From an optimization exercise on the open Yosys and OpenROAD flow, aimed at small area; shortcuts taken in it are not production practice.
Where RTL was checked, it was by simulation tests only, not by an equivalence proof against the original.
Power and IR drop assume default switching activity.

==> inputs of 11-17 <==
==> flow/design.v <==
`timescale 1ns / 1ps
module axi_to_apb_bridge (
    input  logic        clk,
    input  logic        rst_n,
    input  logic [31:0] awaddr,
    input  logic        awvalid,
    output logic        awready,
    input  logic [31:0] wdata,
    input  logic        wvalid,
    output logic        wready,
    output logic        bvalid,
    input  logic        bready,
    output logic        PSEL,
    output logic        PENABLE,
    output logic        PWRITE,
    output logic [31:0] PADDR,
    output logic [31:0] PWDATA
);
    logic        st1, st0;
    logic [1:0]  cnt;
    logic [31:0] addr;
    logic [31:0] data;
    wire idle   = ~st1 & ~st0;
    wire setup  = ~st1 &  st0;
    wire access = st1 & ~st0;
    wire wdone  = st1 &  st0;
    wire last   = wdone & (cnt == 2'd3);
    wire bhs    = bvalid & bready;
    assign PSEL    = st1;
    assign PWRITE  = st1;
    assign wready  = access;
    assign PENABLE = wdone;
    assign PADDR   = addr;
    assign PWDATA  = data;
    always_ff @(posedge clk or negedge rst_n) begin
        if (!rst_n) begin
            st1     <= 1'b0;
            st0     <= 1'b0;
            awready <= 1'b0;
            bvalid  <= 1'b0;
            cnt     <= 2'd0;
        end else begin
            case ({st1, st0})
                2'b00: if (awvalid && awready) st0 <= 1'b1;
                2'b01: if (wvalid) begin st1 <= 1'b1; st0 <= 1'b0; end
                2'b10: st0 <= 1'b1;
                2'b11: begin st1 <= 1'b0; st0 <= ~last; end
            endcase
            if (bhs)
                awready <= 1'b1;
            else if (idle && awvalid)
                awready <= ~awready;
            if (bhs)
                bvalid <= 1'b0;
            else if (last)
                bvalid <= 1'b1;
            if (bhs)
                cnt <= 2'd0;
            else if (wdone)
                cnt <= cnt + 2'd1;
        end
    end
    logic [30:0] t;
    logic [29:0] nxt;
    assign t[0] = wdone;
    genvar i;
    generate
        for (i = 0; i < 30; i++) begin : g_inc
            assign nxt[i]   = addr[i+2] ^ t[i];
            assign t[i+1]   = addr[i+2] & t[i];
        end
    endgenerate
    always_ff @(posedge clk) begin
        if (idle)
            addr <= awaddr;
        else
            addr <= {nxt, addr[1:0]};
        if (!st1)
            data <= wdata;
    end
endmodule
==> flow/flow/run.sh <==
#!/bin/bash
# Own flow: the standard layout (standard.sh, unchanged synthesis), with
# the port buffers made of the smallest buffer (buf_1) instead of the
# resizer's default choice, and a clock tree of small clock buffers without
# dummy loads. Each tool's output goes to a log in this folder (and ORFS's
# own per-step logs under orfs/logs).
set -euo pipefail
cd "$(dirname "$0")/.."

export BUFFER_PORTS_ARGS="-buffer_cell sky130_fd_sc_hd__buf_1"
export CTS_ARGS="-sink_clustering_enable -repair_clock_nets -dont_use_dummy_load -buf_list {sky130_fd_sc_hd__clkbuf_4 sky130_fd_sc_hd__clkbuf_8} -root_buf sky130_fd_sc_hd__clkbuf_4 -sink_clustering_size 10"

bash standard.sh finish > standard_flow.log 2>&1
==> flow/standard.sh <==
#!/bin/bash
# synth_recipe.tcl (not shown) runs the flow's synth.tcl, then flattens the netlist and writes it again
# the make line also repeats each setting of config.mk as NAME=value (left out here)
make -C /OpenROAD-flow-scripts/flow DESIGN_CONFIG=/design/flow/config.mk WORK_HOME=/design/flow/orfs CLKGATE_MAP_FILE= SYNTH_SCRIPT=/design/flow/synth_recipe.tcl "${@:-finish}"
==> flow/config.mk <==
export PLATFORM = sky130hd
export DESIGN_NAME = axi_to_apb_bridge
export DESIGN_NICKNAME = axi_to_apb_bridge
export VERILOG_FILES = /design/flow/design.v
export SDC_FILE = /design/flow/constraint.sdc
export NUM_CORES = 4
export LEC_CHECK = 0
export CAP_MARGIN = 20
export CORE_MARGIN = 2
export CORE_UTILIZATION = 65
export SLEW_MARGIN = 20
==> flow/constraint.sdc <==
create_clock -name core_clock -period 5.0 [get_ports {clk}]
set_input_delay 1.0000 -clock core_clock [delete_from_list [all_inputs] [get_ports {clk}]]
set_output_delay 1.0000 -clock core_clock [all_outputs]
set_load 0.01 [all_outputs]
==> 05-04 (differences from 11-17) <==
==> flow/design.v, changed modules only <==
module axi_to_apb_bridge_sel (
    input  logic s0,
    input  logic a,
    input  logic s1,
    input  logic b,
    output logic y
);
    assign y = (s0 & a) | (s1 & b);
endmodule
module axi_to_apb_bridge (
    input  logic        clk,
    input  logic        rst_n,
    input  logic [31:0] awaddr,
    input  logic        awvalid,
    output logic        awready,
    input  logic [31:0] wdata,
    input  logic        wvalid,
    output logic        wready,
    output logic        bvalid,
    input  logic        bready,
    output logic        PSEL,
    output logic        PENABLE,
    output logic        PWRITE,
    output logic [31:0] PADDR,
    output logic [31:0] PWDATA
);
    logic        st1, st0;
    logic [1:0]  cnt;
    logic [31:0] addr;
    logic [31:0] data;
    wire idle   = ~st1 & ~st0;
    wire busy   = st1 | st0;
    wire access = st1 & ~st0;
    wire wdone  = st1 &  st0;
    wire last   = wdone & (cnt == 2'd3);
    wire bhs    = bvalid & bready;
    assign PSEL    = st1;
    assign PWRITE  = st1;
    assign wready  = access;
    assign PENABLE = wdone;
    assign PADDR   = addr;
    assign PWDATA  = data;
    always_ff @(posedge clk or negedge rst_n) begin
        if (!rst_n) begin
            st1     <= 1'b0;
            st0     <= 1'b0;
            awready <= 1'b0;
            bvalid  <= 1'b0;
            cnt     <= 2'd0;
        end else begin
            case ({st1, st0})
                2'b00: if (awvalid && awready) st0 <= 1'b1;
                2'b01: if (wvalid) begin st1 <= 1'b1; st0 <= 1'b0; end
                2'b10: st0 <= 1'b1;
                2'b11: begin st1 <= 1'b0; st0 <= ~last; end
            endcase
            if (bhs)
                awready <= 1'b1;
            else if (idle && awvalid)
                awready <= ~awready;
            if (bhs)
                bvalid <= 1'b0;
            else if (last)
                bvalid <= 1'b1;
            if (bhs)
                cnt <= 2'd0;
            else if (wdone)
                cnt <= cnt + 2'd1;
        end
    end
    logic [29:0] t;     
    logic [29:0] nxt;
    assign nxt = addr[31:2] ^ t;
    assign t[0] = wdone;
    assign t[15:1] = addr[16:2] & t[14:0];
    assign t[16] = t[0] & (&addr[17:2]);
    assign t[29:17] = addr[30:18] & t[28:16];
    logic [31:0] addr_d, data_d;
    logic        load_d, hold_d;
    assign load_d = ~st1;
    assign hold_d = st1;
    genvar i;
    generate
        for (i = 0; i < 32; i++) begin : g_sel
            axi_to_apb_bridge_sel u_addr (
                .s0(idle), .a(awaddr[i]),
                .s1(busy), .b(i < 2 ? addr[i] : nxt[i >= 2 ? i - 2 : 0]),
                .y(addr_d[i]));
            axi_to_apb_bridge_sel u_data (
                .s0(load_d), .a(wdata[i]),
                .s1(hold_d), .b(data[i]),
                .y(data_d[i]));
        end
    endgenerate
    always_ff @(posedge clk) begin
        addr <= addr_d;
        data <= data_d;
    end
endmodule
--- a/flow/flow/run.sh
+++ b/flow/flow/run.sh
@@ -9,5 +9,5 @@
 
 export BUFFER_PORTS_ARGS="-buffer_cell sky130_fd_sc_hd__buf_1"
-export CTS_ARGS="-sink_clustering_enable -repair_clock_nets -dont_use_dummy_load -buf_list {sky130_fd_sc_hd__clkbuf_4 sky130_fd_sc_hd__clkbuf_8} -root_buf sky130_fd_sc_hd__clkbuf_4 -sink_clustering_size 10"
+export CTS_ARGS="-sink_clustering_enable -repair_clock_nets -dont_use_dummy_load -buf_list {sky130_fd_sc_hd__clkbuf_2} -root_buf sky130_fd_sc_hd__clkbuf_4"
 
 bash standard.sh finish > standard_flow.log 2>&1
- SYNTH_HIERARCHICAL: not set -> 1
- SYNTH_MINIMUM_KEEP_SIZE: not set -> 0
==> 04-25 (differences from 11-17) <==
==> flow/design.v, changed modules only <==
module axi_to_apb_bridge_sel (
    input  logic s0,
    input  logic a,
    input  logic s1,
    input  logic b,
    output logic y
);
    assign y = (s0 & a) | (s1 & b);
endmodule
module axi_to_apb_bridge_skip (
    input  logic        c,
    input  logic [10:0] a,
    output logic        y
);
    assign y = c & (&a);
endmodule
module axi_to_apb_bridge_ctl (
    input  logic clk,
    input  logic rst_n,
    input  logic awvalid,
    input  logic wvalid,
    input  logic bready,
    output logic awready,
    output logic bvalid,
    output logic st1,
    output logic wready,
    output logic wdone,
    output logic idle,
    output logic busy
);
    logic       st0;
    logic [1:0] cnt;
    assign idle   = ~st1 & ~st0;
    assign busy   = st1 | st0;
    assign wready = st1 & ~st0;
    assign wdone  = st1 &  st0;
    wire   last   = wdone & (cnt == 2'd3);
    wire   bhs    = bvalid & bready;
    always_ff @(posedge clk or negedge rst_n) begin
        if (!rst_n) begin
            st1     <= 1'b0;
            st0     <= 1'b0;
            awready <= 1'b0;
            bvalid  <= 1'b0;
            cnt     <= 2'd0;
        end else begin
            case ({st1, st0})
                2'b00: if (awvalid && awready) st0 <= 1'b1;
                2'b01: if (wvalid) begin st1 <= 1'b1; st0 <= 1'b0; end
                2'b10: st0 <= 1'b1;
                2'b11: begin st1 <= 1'b0; st0 <= ~last; end
            endcase
            if (bhs)
                awready <= 1'b1;
            else if (idle && awvalid)
                awready <= ~awready;
            if (bhs)
                bvalid <= 1'b0;
            else if (last)
                bvalid <= 1'b1;
            if (bhs)
                cnt <= 2'd0;
            else if (wdone)
                cnt <= cnt + 2'd1;
        end
    end
endmodule
module axi_to_apb_bridge (
    input  logic        clk,
    input  logic        rst_n,
    input  logic [31:0] awaddr,
    input  logic        awvalid,
    output logic        awready,
    input  logic [31:0] wdata,
    input  logic        wvalid,
    output logic        wready,
    output logic        bvalid,
    input  logic        bready,
    output logic        PSEL,
    output logic        PENABLE,
    output logic        PWRITE,
    output logic [31:0] PADDR,
    output logic [31:0] PWDATA
);
    logic        st1, wdone, idle, busy;
    logic [31:0] addr;
    logic [31:0] data;
    logic        load_d;
    axi_to_apb_bridge_ctl u_ctl (
        .clk(clk), .rst_n(rst_n),
        .awvalid(awvalid), .wvalid(wvalid), .bready(bready),
        .awready(awready), .bvalid(bvalid),
        .st1(st1), .wready(wready), .wdone(wdone), .idle(idle), .busy(busy));
    assign PSEL    = st1;
    assign PWRITE  = st1;
    assign PENABLE = wdone;
    assign PADDR   = addr;
    assign PWDATA  = data;
    logic [29:0] t;     
    logic [29:0] nxt;
    assign nxt = addr[31:2] ^ t;
    assign t[0] = wdone;
    assign t[18:1] = addr[19:2] & t[17:0];
    axi_to_apb_bridge_skip u_skip (.c(t[8]), .a(addr[20:10]), .y(t[19]));
    assign t[29:20] = addr[30:21] & t[28:19];
    logic [31:0] addr_d, data_d;
    logic        hold_d;
    assign load_d = ~st1;
    assign hold_d = st1;
    genvar i;
    generate
        for (i = 0; i < 32; i++) begin : g_sel
            axi_to_apb_bridge_sel u_addr (
                .s0(idle), .a(awaddr[i]),
                .s1(busy), .b(i < 2 ? addr[i] : nxt[i >= 2 ? i - 2 : 0]),
                .y(addr_d[i]));
            axi_to_apb_bridge_sel u_data (
                .s0(load_d), .a(wdata[i]),
                .s1(hold_d), .b(data[i]),
                .y(data_d[i]));
        end
    endgenerate
    always_ff @(posedge clk) begin
        addr <= addr_d;
        data <= data_d;
    end
endmodule
- SYNTH_HIERARCHICAL: not set -> 1
- SYNTH_MINIMUM_KEEP_SIZE: not set -> 0
==> results.py <==
metrics = {
    "critical_path": {
        "reg2reg_from": "u_ctl.st0$_DFFE_PN0P_",
        "critPathSlowestCell": "dfrtp_1",
        "cp-startpoint": "u_ctl.st0$_DFFE_PN0P_",
    },
    "final_layout": {
        "final-clk-cell-share_pct": 2.10,
        "fill_cells": 227,
        "stdcell_area_sq_um": 3210,
    },
    "grt": {
        "grt_pass1_vias": 2002,
    },
    "clock_tree": {
        "cts_setup_buffers": 0,
    },
    "synth": {
        "synthAdderAreaFrac_pct": 14.0,
    },
    "status": {
        "outcome": "complete, no violations",
    },
}
# the run above: 04-25

==> results.py <==
metrics = {
    "status": {
        "outcome": "failed layout checks",
        "checkFailReasons": "negative setup slack",
    },
    "final_layout": {
        "stdcell_area_sq_um": 3820,
    },
    "timing": {
        "setup_ws_ps": -544,
        "setup_viol": 4,
    },
    "critical_path": {
        "critPathSlowestCell": "dfrtp_2",
    },
    "synth": {
        "synthAdderAreaFrac_pct": 13.2,
    },
}
# the run above: 11-17

==> results.py <==
metrics = {
    "critical_path": {
        "cp-startpoint": "st0$_DFFE_PN0P_",
        "critPathSlowestCell": "dfrtp_1",
    },
    "status": {
        "outcome": "complete, no violations",
    },
    "final_layout": {
        "fill_cells": 217,
    },
    "synth": {
        "synthAdderAreaFrac_pct": 14.3,
    },
}
# the run above: 05-04

Function not checked in 11-17 and 04-25: the RTL went through the layout flow alone.

========
==> inputs of try-amber <==
axi_to_apb_bridge, a different RTL version from the one above (not shown whole).
==> flow/design.v (excerpt) <==
module axi_to_apb_bridge (
    input  logic        clk,
    input  logic        rst_n,
    input  logic [31:0] awaddr,
    input  logic        awvalid,
    output logic        awready,
    input  logic [31:0] wdata,
    input  logic        wvalid,
    output logic        wready,
    output logic        bvalid,
    input  logic        bready,
    output logic        PSEL,
    output logic        PENABLE,
    output logic        PWRITE,
    output logic [31:0] PADDR,
    output logic [31:0] PWDATA
);
    logic        st1, st0;
    logic [1:0]  cnt;
    logic [31:0] addr;
    logic [31:0] data;
    wire idle   = ~st1 & ~st0;
    wire setup  = ~st1 &  st0;
    wire access = st1 & ~st0;
    wire wdone  = st1 &  st0;
    wire last   = wdone & (cnt == 2'd3);
    wire bhs    = bvalid & bready;
    assign PSEL    = st1;
    assign PWRITE  = st1;
    assign wready  = access;
    assign PENABLE = wdone;
    assign PADDR   = addr;
    assign PWDATA  = data;
    always_ff @(posedge clk or negedge rst_n) begin
        if (!rst_n) begin
            st1     <= 1'b0;
            st0     <= 1'b0;
            awready <= 1'b0;
            bvalid  <= 1'b0;
            cnt     <= 2'd0;
  ...
clock: 5.0 ns
lec_check: 0
abc_area: 1
cap_margin: 20
core_margin: 2
core_utilization: 65
slew_margin: 20
standard.sh (not shown) runs the stock make flow with config.mk's settings and CLKGATE_MAP_FILE= SYNTH_SCRIPT=/design/flow/synth_recipe.tcl, a recipe that flattens the netlist after the stock synthesis.
==> flow/flow/run.sh <==
#!/bin/bash
# Own flow: the standard layout (standard.sh, unchanged synthesis), with
# the port buffers made of the smallest buffer (buf_1) instead of the
# resizer's default choice, and a clock tree of small clock buffers without
# dummy loads. Each tool's output goes to a log in this folder (and ORFS's
# own per-step logs under orfs/logs).
set -euo pipefail
cd "$(dirname "$0")/.."

export BUFFER_PORTS_ARGS="-buffer_cell sky130_fd_sc_hd__buf_1"
export CTS_ARGS="-sink_clustering_enable -repair_clock_nets -dont_use_dummy_load -buf_list {sky130_fd_sc_hd__clkbuf_8} -root_buf sky130_fd_sc_hd__clkbuf_8 -sink_clustering_size 24"

bash standard.sh finish > standard_flow.log 2>&1
==> inputs of try-tundra, as changes to try-amber <==
--- a/flow/flow/run.sh
+++ b/flow/flow/run.sh
@@ -8,6 +8,6 @@
 cd "$(dirname "$0")/.."
 
 export BUFFER_PORTS_ARGS="-buffer_cell sky130_fd_sc_hd__buf_1"
-export CTS_ARGS="-sink_clustering_enable -repair_clock_nets -dont_use_dummy_load -buf_list {sky130_fd_sc_hd__clkbuf_8} -root_buf sky130_fd_sc_hd__clkbuf_8 -sink_clustering_size 24"
+export CTS_ARGS="-sink_clustering_enable -repair_clock_nets -dont_use_dummy_load -buf_list {sky130_fd_sc_hd__clkbuf_4 sky130_fd_sc_hd__clkbuf_8} -root_buf sky130_fd_sc_hd__clkbuf_4 -sink_clustering_size 24 -sink_clustering_max_diameter 100"
 
 bash standard.sh finish > standard_flow.log 2>&1
==> qor summary <==
Outcome: try-tundra finished clean; try-amber finished clean
Register fraction of the total cell area: try-tundra 52.6%; try-amber 51.7%
Detailed-route wire length per cell: try-tundra 14.4 µm; try-amber 14.5 µm
Met1 Routed Length: try-tundra 2450 µm; try-amber 2470 µm
Data buffer area share: try-tundra 15.8%; try-amber 15.6%
Seq group: try-tundra 0.995 mW; try-amber 0.996 mW
Proportion of power drawn by combinational gates: try-tundra 37.7%; try-amber 36.1%
Clock transition time at the flip-flop clock pins of the worst setup and hold paths: try-tundra 0.10 ns; try-amber 0.07 ns
Final cell utilization of the core: try-tundra 83.0%; try-amber 84.4%
CTS root buffer: try-tundra sky130_fd_sc_hd__clkbuf_4; try-amber sky130_fd_sc_hd__clkbuf_8
Clock network latency to the later pin of the worst-skew pair: try-tundra 0.41 ns; try-amber 0.34 ns
Via count of the first global-routing pass: try-tundra 2051; try-amber 2053
Met2 wirelength from detailed routing: try-tundra 3070 µm; try-amber 3170 µm
Share of the cycle needed by the critical path after routing: try-tundra 72.9%; try-amber 73.1%
Number of inserted filler cells in the final layout: try-tundra 244; try-amber 229
Fraction of area in multi-input gates: try-tundra 27.2%; try-amber 26.7%
Actual slew at the worst max-slew pin: try-tundra 0.830 ns; try-amber 0.818 ns
Combinational logic power: try-tundra 0.753 mW; try-amber 0.751 mW
Internal: try-tundra 1.19 mW; try-amber 1.27 mW
Global-route wire length before repair: try-tundra 9890 µm; try-amber 9830 µm
Fin area: try-tundra 3370 µm²; try-amber 3430 µm²
Drt first-iter violations: try-tundra 153; try-amber 118
Final Worst Setup Slack: try-tundra 1.36 ns; try-amber 1.34 ns
Total power consumption of the routed design: try-tundra 1.99 mW; try-amber 2.08 mW
Standby leakage power: try-tundra 1.45 nW; try-amber 1.47 nW

==> what the ideal ports hide <==
Ports are ideal in the flow. The routed layouts listed here were re-timed in OpenROAD.
Step 1: set_driving_cell puts a clkbuf_16 on clk and a buf_2 on each other input, an assumption about the parent block.
Step 2, shift: input delay + t, output delay - t, t = (earliest + latest rising clock arrival at the registers) / 2. This alone moves slack from input paths to output paths.
Three values: ideal ports, drivers, drivers and shift; two values: the first two.
run	t, ns	setup WS [ns]	worst slew at a driven data input, ns	cell pins on the clock port's net
11-17	0.417	-0.544 / -0.544 / -0.544	0.06	1
05-04	0.411	1.094 / 1.094 / 1.094	0.05	1
04-25	0.402	0.342 / 0.342 / 0.342	0.05	1
try-amber	0.363	1.344 / 1.344 / 1.344	0.04	1
try-tundra	0.418	1.357 / 1.357 / 1.357	0.05	1
